Background: an optimization exercise with open tools, aiming at small area, a short achievable clock period and few clock cycles per item. Do not read the settings as production practice.
RTL that was checked went through simulation tests only; none was proved equivalent to the original.
The clock port is modelled as an ideal driver, which makes a skipped or thinned clock tree look cheaper than it is; a real chip needs a root buffer or a tree.
Power is estimated from default activity; no workload was simulated.

==> flow/design.v <==
`timescale 1ns / 1ps
module lzss_decoder (
  input logic rst_,
  input logic clk,
  input logic literal,
  input logic data_ready,
  input logic [3*8-1:0] data_in,
  output logic new_data_ready,
  output logic data_valid,
  output logic [8-1:0] data_out
);
  localparam int WIN = 56;
  logic       t_valid;
  logic       t_lit;       
  logic       t_copy;      
  logic [7:0] t_byte;      
  logic [7:0] t_len;
  logic [7:0] hist [WIN-1:0];
  logic [7:0]     rem;       
  logic           act;       
  logic           e_free;    
  logic           lit;       
  logic [7:0]     e_byte;    
  logic [WIN-1:0] sel;       
  logic           clr;       
  logic       accept;
  logic       e_load;
  logic       in_far;
  logic       in_copy;
  logic [7:0] nxt_rem;
  logic [5:0] nxt_dcnt;
  logic       nxt_t_valid;
  logic [7:0] byte_out;
  assign accept   = data_ready & new_data_ready;
  assign e_load   = t_valid & e_free;
  assign in_far   = (|data_in[15:6]) | (data_in[5:3] == 3'b111);
  assign in_copy  = !literal && !in_far && data_in[23:16] != 8'd0;
  assign data_out = hist[0];
  always_comb begin
    byte_out = lit ? e_byte : 8'd0;
    for (int i = 0; i < WIN; i++)
      byte_out = byte_out | (sel[i] ? hist[i] : 8'd0);
  end
  always_comb begin
    if (e_load)
      nxt_rem = t_lit ? 8'd1 : (t_copy ? t_len : 8'd0);
    else if (act)
      nxt_rem = rem - 8'd1;
    else
      nxt_rem = rem;
    nxt_dcnt    = e_load ? t_byte[5:0] : e_byte[5:0] - 6'd1;
    nxt_t_valid = accept | (t_valid & !e_free);
  end
  always_ff @(posedge clk) begin
    if (accept) begin
      t_lit  <= literal;
      t_copy <= in_copy;
      t_byte <= data_in[7:0];
      t_len  <= data_in[23:16];
    end
  end
  always_ff @(posedge clk) begin
    hist[0] <= byte_out;
    if (act) begin
      for (int i = WIN-1; i >= 1; i--) hist[i] <= hist[i-1];
    end
  end
  always_ff @(posedge clk) begin
    e_byte <= {e_load ? t_byte[7:6] : e_byte[7:6], nxt_dcnt};
  end
  always_ff @(posedge clk) begin
    if (!rst_) begin
      lit <= 1'b0;
      sel <= WIN'(1);
    end else if (e_load) begin
      lit <= t_lit;
      for (int i = 0; i < WIN; i++) sel[i] <= t_copy ? t_byte[5:0] == 6'(i) : (i == 0 && !t_lit);
    end else if (clr) begin
      lit <= 1'b0;
      sel <= WIN'(1);
    end
  end
  always_ff @(posedge clk) begin
    if (!rst_) begin
      t_valid        <= 1'b0;
      rem            <= '0;
      act            <= 1'b0;
      e_free         <= 1'b1;
      clr            <= 1'b0;
      new_data_ready <= 1'b1;
      data_valid     <= 1'b0;
    end else begin
      t_valid        <= nxt_t_valid;
      rem            <= nxt_rem;
      act            <= nxt_rem != 8'd0;
      e_free         <= nxt_rem <= 8'd1;
      clr            <= nxt_rem == 8'd1 || (nxt_rem != 8'd0 && nxt_dcnt == 6'd0);
      new_data_ready <= !nxt_t_valid || nxt_rem <= 8'd1;
      data_valid     <= act;
    end
  end
endmodule
==> flow/config.mk <==
export PLATFORM = sky130hd
export DESIGN_NAME = lzss_decoder
export DESIGN_NICKNAME = lzss_decoder
export VERILOG_FILES = /design/flow/design.v
export SDC_FILE = /design/flow/constraint.sdc
export NUM_CORES = 4
export LEC_CHECK = 0
export CAP_MARGIN = 20
export CORE_MARGIN = 2
export CORE_UTILIZATION = 40
export CTS_CLUSTER_DIAMETER = 80
export CTS_CLUSTER_SIZE = 25
export SETUP_SLACK_MARGIN = 3.3
export SLEW_MARGIN = 20
==> flow/constraint.sdc <==
create_clock -name core_clock -period 5.0 [get_ports {clk}]
set_input_delay 1.0000 -clock core_clock [delete_from_list [all_inputs] [get_ports {clk}]]
set_output_delay 1.0000 -clock core_clock [all_outputs]
set_load 0.01 [all_outputs]
run.sh (not shown) runs the stock make flow with config.mk's settings and CLKGATE_MAP_FILE= SYNTH_SCRIPT=/design/flow/synth_recipe.tcl, a recipe that flattens the netlist after the stock synthesis.
The first run completed without violations.
Next try:
SETUP_SLACK_MARGIN = 3.0   (was 3.3)
Hold slack stays flat.
Synthesized cell count stays the same.
Wire length decreases by 5.0%.
Next try:
CORE_UTILIZATION = 55   (was 40)
CTS_CLUSTER_DIAMETER = 60   (was 80)
CTS_CLUSTER_SIZE = 30   (was 25)
Routed wire length went down by 0.75%. Count of clock-buffer cells in the layout went down by 7. Die area went down by 27%. Via count stays flat. Area after synthesis stays the same. Worst setup slack improved by 0.026 ns. Worst hold slack improved by 0.0043 ns.
Next try:
CORE_UTILIZATION = 65   (was 55)
CTS_CLUSTER_DIAMETER = 80   (was 60)
CTS_CLUSTER_SIZE = 25   (was 30)
Die area went down by about a fifth.
Routed wire length shrinks by a few percent.
Power decreases by a little under a tenth.
No run of this note included a check of the RTL's function; only the layout flow was run.

* * *

== build 74 ==
Another version of the RTL of lzss_decoder (not shown whole).
Size: about 1000 cells after synthesis, roughly 510 flip-flops, ~0.014 sq mm of cells after synthesis.
clock: 5.0 ns
lec_check: 0
cap_margin: 20
core_margin: 2
core_utilization: 65
cts_cluster_diameter: 60
cts_cluster_size: 15
gpl_routability_driven: 0
setup_slack_margin: 3.15
slew_margin: 20
standard.sh (not shown) runs the stock make flow with config.mk's settings and CLKGATE_MAP_FILE= SYNTH_SCRIPT=/design/flow/synth_recipe.tcl, a recipe that flattens the netlist after the stock synthesis.
==> flow/flow/run.sh <==
#!/bin/bash
set -euo pipefail
R=orfs/results/${FLOW_PLATFORM}/lzss_decoder/base
bash standard.sh "BUFFER_PORTS_ARGS=-buffer_cell sky130_fd_sc_hd__buf_1" cts > 1_standard_to_cts.log 2>&1
cp $R/4_cts.odb $R/4_cts_orig.odb
R=$R openroad -no_init -exit flow/flatten_clock_tree.tcl > 2_flatten_clock_tree.log 2>&1
bash standard.sh finish > 3_standard_finish.log 2>&1
Other scripts of this flow, unchanged in this note and not shown: flow/flow/flatten_clock_tree.tcl
Testbench counts of build 74, summed over its fixed seeds: cycles 20,582, bytes 20,566.
Edits applied to the flow inputs when going from build 74 to build 63:
- SETUP_SLACK_MARGIN: 3.15 -> 3.2
- CORE_UTILIZATION: 65 -> 80
- GPL_ROUTABILITY_DRIVEN: 0 -> unset
Results
Via count of the first global-routing pass: build 63 > build 74. The run with more routed wire is build 63, not build 74. Build 63 vs. build 74: number of placed instances, taps included lost 47, largest fanout on the critical path lost 1.
Relative to build 63, the following input files were edited for build 10:
- swapping 3.2 for 3.15 in SETUP_SLACK_MARGIN
- putting GPL_TIMING_DRIVEN at 1 where nothing was set
- swapping 80 for 65 in CORE_UTILIZATION
--- outcome ---
Build 10 finished every step from synthesis to the final layout, and the layout passed the timing, DRC and antenna checks. [compare] base=build 63 new=build 10: part of the total power dissipated in sequential elements now sits higher, sequential power now sits lower, relative area of clock buffers and inverters in the final design now sits higher, detailed-route wire length per cell now sits lower.
### build 10 -> build 67
- GPL_TIMING_DRIVEN no longer set, was 1
- ABC_AREA now 1, previously not set
==> results.txt <==
Note that the cell leakage power recorded for build 67 amounts to 1.4 times the value seen in build 10.
Die outline height for build 67: about 5.4% up relative to build 10
Build 67 against build 10; post-synthesis average cell area is down by more than a quarter.
The combinational power reported for build 67 is greater than that of build 10 by about 17%.
On footprint of the flip-flops and latches, build 67 and build 10 are neck and neck.
Build 67 consumes less power than build 10 does.
Share of final layout cell area taken by non-clock buffers: build 10 vs build 67, no meaningful difference
Changes observed in build 67 relative to build 10: tapcell count has increased; worst hold slack has remained practically unchanged; clock network area share has decreased.
The overall routing resource usage reported for build 67 is smaller than that of build 10 by 1.0 points.
Relative to build 67, the following input files were edited for build 93:
- swapping 15 for 18 in CTS_CLUSTER_SIZE
- clearing ABC_AREA, which used to be 1
### Flow results
- Global-route usage: build 93 vs build 67 up 0.93 points
- Build 93 against build 67: chip height moved down, met3 usage level, final critical path time including I/O delays and setup moved down.
- Status: worst path buffer plus inverter count parity (build 67, build 93)
- Diff build 93 and build 67: share of the clock period used by the worst path lower in build 93
- Looking at main combinational cell family by area after synthesis, the simple AND/OR/NAND/NOR gates result is from build 67; the compound AO/OA/AOI/OAI gates one comes from build 93.
diff inputs: build 93 => build 92
- PLACE_DENSITY now 0.8, previously not set
- CTS_CLUSTER_SIZE now 15, was 18
==> results.txt <==
From build 93 to build 92 the numbers moved as follows: via count of the first global-routing pass rose 2.9%, length of the first detailed-routing pass in iterations fell 1, sequential share of layout area fell 0.35 points, wire length on met3 rose about 70%.

* * *

== build 1 ==
Starting RTL as in the previous note.
==> flow/config.mk <==
export PLATFORM = sky130hd
export DESIGN_NAME = lzss_decoder
export DESIGN_NICKNAME = lzss_decoder
export VERILOG_FILES = /design/flow/design.v
export SDC_FILE = /design/flow/constraint.sdc
export NUM_CORES = 4
export LEC_CHECK = 0
export CAP_MARGIN = 20
export CORE_MARGIN = 2
export CORE_UTILIZATION = 65
export CTS_CLUSTER_DIAMETER = 45
export CTS_CLUSTER_SIZE = 15
export SETUP_SLACK_MARGIN = 3.15
export SLEW_MARGIN = 20
==> flow/constraint.sdc <==
create_clock -name core_clock -period 5.0 [get_ports {clk}]
set_input_delay 1.0000 -clock core_clock [delete_from_list [all_inputs] [get_ports {clk}]]
set_output_delay 1.0000 -clock core_clock [all_outputs]
set_load 0.01 [all_outputs]
Scripts as last shown in full above: flow/flow/run.sh
Other scripts of this flow, unchanged in this note and not shown: flow/flow/flatten_clock_tree.tcl
Testbench counts of build 1, summed over its fixed seeds: cycles 20,582, bytes 20,566.
Input changes introduced in build 97 (baseline for comparison: build 1):
--- a/flow/config.mk
+++ b/flow/config.mk
@@ -9,6 +9,6 @@
 export CORE_MARGIN = 2
 export CORE_UTILIZATION = 65
-export CTS_CLUSTER_DIAMETER = 45
+export CTS_CLUSTER_DIAMETER = 60
 export CTS_CLUSTER_SIZE = 15
-export SETUP_SLACK_MARGIN = 3.15
+export SETUP_SLACK_MARGIN = 3.2
 export SLEW_MARGIN = 20
==> comparison <==
- Compared to build 1, build 97 has met3 capacity usage during global routing 0.76 points higher.
- Build 97: post-synthesis to final-layout area growth 0.25 points above build 1
- Comparing build 97 with build 1, the area of all placed cells without fillers came out essentially unchanged.
The inputs of build 60 differ from those of build 97 as listed below.
--- a/flow/config.mk
+++ b/flow/config.mk
@@ -11,4 +11,4 @@
 export CTS_CLUSTER_DIAMETER = 60
 export CTS_CLUSTER_SIZE = 15
-export SETUP_SLACK_MARGIN = 3.2
+export SETUP_SLACK_MARGIN = 3.15
 export SLEW_MARGIN = 20
## What came out
- On proportion of final cell area spent on non-clock buffers, build 97 and build 60 are neck and neck.
- In build 60 the reg2reg setup slack turned out 20 ps higher than in build 97.
- Comparing build 97 with build 60, the routed wirelength normalized by instance count came out essentially unchanged.

* * *

lzss_decoder, a different RTL version from the one above (not shown whole).
Size: about 520 flip-flops, about 38 I/O pins.
==> flow/config.mk <==
export PLATFORM = sky130hd
export DESIGN_NAME = lzss_decoder
export DESIGN_NICKNAME = lzss_decoder
export VERILOG_FILES = /design/flow/design.v
export SDC_FILE = /design/flow/constraint.sdc
export NUM_CORES = 4
export LEC_CHECK = 0
export CAP_MARGIN = 20
export CORE_MARGIN = 2
export CORE_UTILIZATION = 75
export CTS_CLUSTER_DIAMETER = 80
export CTS_CLUSTER_SIZE = 25
export SETUP_SLACK_MARGIN = 3.15
export SLEW_MARGIN = 20
==> flow/constraint.sdc <==
create_clock -name core_clock -period 5.0 [get_ports {clk}]
set_input_delay 1.0000 -clock core_clock [delete_from_list [all_inputs] [get_ports {clk}]]
set_output_delay 1.0000 -clock core_clock [all_outputs]
set_load 0.01 [all_outputs]
==> flow/flow/run.sh <==
#!/bin/bash
set -euo pipefail
R=orfs/results/${FLOW_PLATFORM}/lzss_decoder/base
bash standard.sh cts > 1_standard_to_cts.log 2>&1
cp $R/4_cts.odb $R/4_cts_orig.odb
R=$R openroad -no_init -exit flow/flatten_clock_tree.tcl > 2_flatten_clock_tree.log 2>&1
bash standard.sh finish > 3_standard_finish.log 2>&1
==> flow/flow/flatten_clock_tree.tcl <==
# Remove the root buffer that CTS put at the top of the clock tree: the clock
# port then drives the H-tree's first-level buffers directly (there are at most
# a few). Then re-legalise the placement.
set P $::env(FLOW_HOME)/platforms/$::env(FLOW_PLATFORM)
set R $::env(R)
read_db $R/4_cts_orig.odb
read_liberty $P/lib/sky130_fd_sc_hd__tt_025C_1v80.lib
read_sdc $R/4_cts.sdc
source $P/setRC.tcl

set block [ord::get_db_block]
set clknet [$block findNet clk]
set roots {}
foreach it [$clknet getITerms] { lappend roots [$it getInst] }
if {[llength $roots] != 1} { error "clock port drives [llength $roots] cells" }
set root [lindex $roots 0]
puts "root buffer: [$root getName] ([[$root getMaster] getName])"
set rootnet [[$root findITerm X] getNet]
set loads {}
foreach it [$rootnet getITerms] {
  if {[$it getInst] ne $root} { lappend loads $it }
}
if {[llength $loads] > 4} { error "root buffer drives [llength $loads] pins" }
foreach it $loads {
  puts "move [[$it getInst] getName] to the clock port"
  $it disconnect
  $it connect $clknet
}
[$root findITerm A] disconnect
[$root findITerm X] disconnect
odb::dbInst_destroy $root
odb::dbNet_destroy $rootnet
detailed_placement
check_placement -verbose
set_propagated_clock [all_clocks]
estimate_parasitics -placement
report_clock_latency
report_worst_slack -max
report_worst_slack -min
write_db $R/4_cts.odb
Testbench counts at the start, summed over its fixed seeds: cycles 20,582, bytes 20,566.
Change:
--- a/flow/config.mk
+++ b/flow/config.mk
@@ -8,5 +8,5 @@
 export CAP_MARGIN = 20
 export CORE_MARGIN = 2
-export CORE_UTILIZATION = 75
+export CORE_UTILIZATION = 65
 export CTS_CLUSTER_DIAMETER = 80
 export CTS_CLUSTER_SIZE = 25
What happened: Setup slack is about the same; count of clock-buffer cells in the layout fell by 1; routed wire length fell by 4.3%; fmax stays flat; non-clock buffer count fell by 7; sequential cell count stays the same.

* * *

Setup of job 103:
Another version of the RTL of lzss_decoder (not shown whole).
Size in the first run: about 1000 cells after synthesis, roughly 14000 um^2 of cells after synthesis.
export LEC_CHECK = 0
export CAP_MARGIN = 20
export CORE_MARGIN = 2
export CORE_UTILIZATION = 65
export CTS_CLUSTER_DIAMETER = 60
export CTS_CLUSTER_SIZE = 18
export SETUP_SLACK_MARGIN = 3.15
export SLEW_MARGIN = 20
create_clock -name core_clock -period 5.0 [get_ports {clk}]
==> flow/flow/run.sh <==
#!/bin/bash
set -euo pipefail
R=orfs/results/${FLOW_PLATFORM}/lzss_decoder/base
bash standard.sh "BUFFER_PORTS_ARGS=-buffer_cell sky130_fd_sc_hd__buf_1" cts > 1_standard_to_cts.log 2>&1
cp $R/4_cts.odb $R/4_cts_orig.odb
R=$R openroad -no_init -exit flow/flatten_clock_tree.tcl > 2_flatten_clock_tree.log 2>&1
bash standard.sh finish > 3_standard_finish.log 2>&1
Other scripts of this flow, unchanged in this note and not shown: flow/flow/flatten_clock_tree.tcl
Setup changes, job 103 to job 102
diff --git a/flow/config.mk b/flow/config.mk
--- a/flow/config.mk
+++ b/flow/config.mk
@@ -12 +12 @@
-export CTS_CLUSTER_SIZE = 18
+export CTS_CLUSTER_SIZE = 15
Notes after the runs:
Job 102 ends up with higher layout overhead on the synthesized area than job 103 does. On share of final layout cell area taken by non-clock buffers, job 103 tracks job 102 almost exactly. Looking at job 103 and job 102, the maximum buffer depth of the clock tree is a wash. Going from job 103 to job 102, power share of the sequential group went down 2.1 points; count of plain and timing-repair buffers went down 1; via count went up about 0.56%.
Function was not checked in any run of this note: the RTL went through the layout flow alone.

* * *

== TR ==
lzss_decoder, a different RTL version from the one above (not shown whole).
Size: ~510 flip-flops, roughly 38 I/O pins, roughly 0.014 mm^2 of cells after synthesis.
clock: 5.0 ns
lec_check: 0
cap_margin: 20
core_margin: 2
core_utilization: 65
cts_cluster_diameter: 50
cts_cluster_size: 12
setup_slack_margin: 3.2
slew_margin: 20
Scripts as last shown in full above: flow/flow/run.sh
Other scripts of this flow, unchanged in this note and not shown: flow/flow/flatten_clock_tree.tcl
TR finished end to end and its layout was clean on timing, DRC and antenna.
Testbench counts of TR, summed over its fixed seeds: cycles 20,582, bytes 20,566.
diff inputs: TR => AL
--- a/flow/config.mk
+++ b/flow/config.mk
@@ -10,4 +10,4 @@
 export CORE_UTILIZATION = 65
-export CTS_CLUSTER_DIAMETER = 50
-export CTS_CLUSTER_SIZE = 12
+export CTS_CLUSTER_DIAMETER = 60
+export CTS_CLUSTER_SIZE = 15
 export SETUP_SLACK_MARGIN = 3.2
Notes after the runs:
Delta(final standard cell count with taps included and fillers excluded, AL - TR) < 0
Between TR and AL, the portion of the clock cycle consumed by the worst path in the final layout figures differ only marginally.
Changes observed in AL relative to TR: worst hold slack across all endpoints went up by 7.6 ps; clock-buffer cell count went down by about 17%.
AL reports a higher total of fill cells in the finished design than TR does.
Diff TR..AL | number of distinct library cells after synthesis | unchanged
Worst setup slack across AL and TR: no real change.
AL vs TR — internal power dropped 2.5%.

-- port drivers added, routing unchanged --
In the flow no input, the clock included, has a driving cell. The finished layouts below were timed again as built, in two steps. Step 1 assumes that a clkbuf_16 drives the clock port and a buf_2 every other input. Step 2, shift: input delay + t, output delay - t, t = (earliest + latest rising clock arrival at the registers) / 2. This alone moves slack from input paths to output paths. Slacks: no drivers / after step 1 / after step 2; pairs: no drivers / after step 1.
run | t (ns) | setup slack, ns | worst setup path at the end | clock arrival spread, ns | pins driven straight from the clock port
the first run of note 1 | 0.639 | 2.911 / 2.857 / 2.669 | input to register | 0.021 / 0.021 | 1
the second run of note 1 | 0.654 | 2.910 / 2.853 / 2.505 | input to register | 0.030 / 0.030 | 1
the third run of note 1 | 0.599 | 2.936 / 2.916 / 2.469 | input to register | 0.024 / 0.024 | 1
the fourth run of note 1 | 0.612 | 2.945 / 2.894 / 2.630 | input to register | 0.018 / 0.018 | 1
build 74 | 0.433 | 3.174 / 3.074 / 3.130 | input to register | 0.021 / 0.021 | 4
build 63 | 0.425 | 3.167 / 3.075 / 3.150 | input to register | 0.021 / 0.021 | 4
build 10 | 0.433 | 3.174 / 3.074 / 3.130 | input to register | 0.021 / 0.021 | 4
build 67 | 0.422 | 3.152 / 3.062 / 3.059 | input to register | 0.025 / 0.025 | 4
build 93 | 0.408 | 3.175 / 3.088 / 3.135 | input to register | 0.025 / 0.026 | 4
build 92 | 0.422 | 3.154 / 3.063 / 2.810 | input to register | 0.039 / 0.038 | 4
build 1 | 0.425 | 3.165 / 3.073 / 3.146 | input to register | 0.024 / 0.024 | 4
build 97 | 0.433 | 3.174 / 3.075 / 3.121 | input to register | 0.019 / 0.018 | 4
build 60 | 0.433 | 3.174 / 3.074 / 3.130 | input to register | 0.021 / 0.021 | 4
the first run of note 4 | 0.476 | 3.090 / 3.026 / 2.763 | input to register | 0.014 / 0.015 | 2
the second run of note 4 | 0.482 | 3.087 / 3.024 / 2.744 | input to register | 0.013 / 0.014 | 2
job 103 | 0.458 | 3.110 / 3.048 / 2.972 | input to register | 0.021 / 0.021 | 2
job 102 | 0.408 | 3.183 / 3.090 / 2.987 | input to register | 0.041 / 0.042 | 4
TR | 0.436 | 3.169 / 3.074 / 3.053 | input to register | 0.036 / 0.036 | 4
AL | 0.429 | 3.171 / 3.083 / 3.066 | input to register | 0.033 / 0.033 | 4
After both steps every run listed still meets setup and hold. The setup slack of the third run of note 1, which loses most, moves by -0.020 ns with the drivers and by -0.467 ns with both steps.
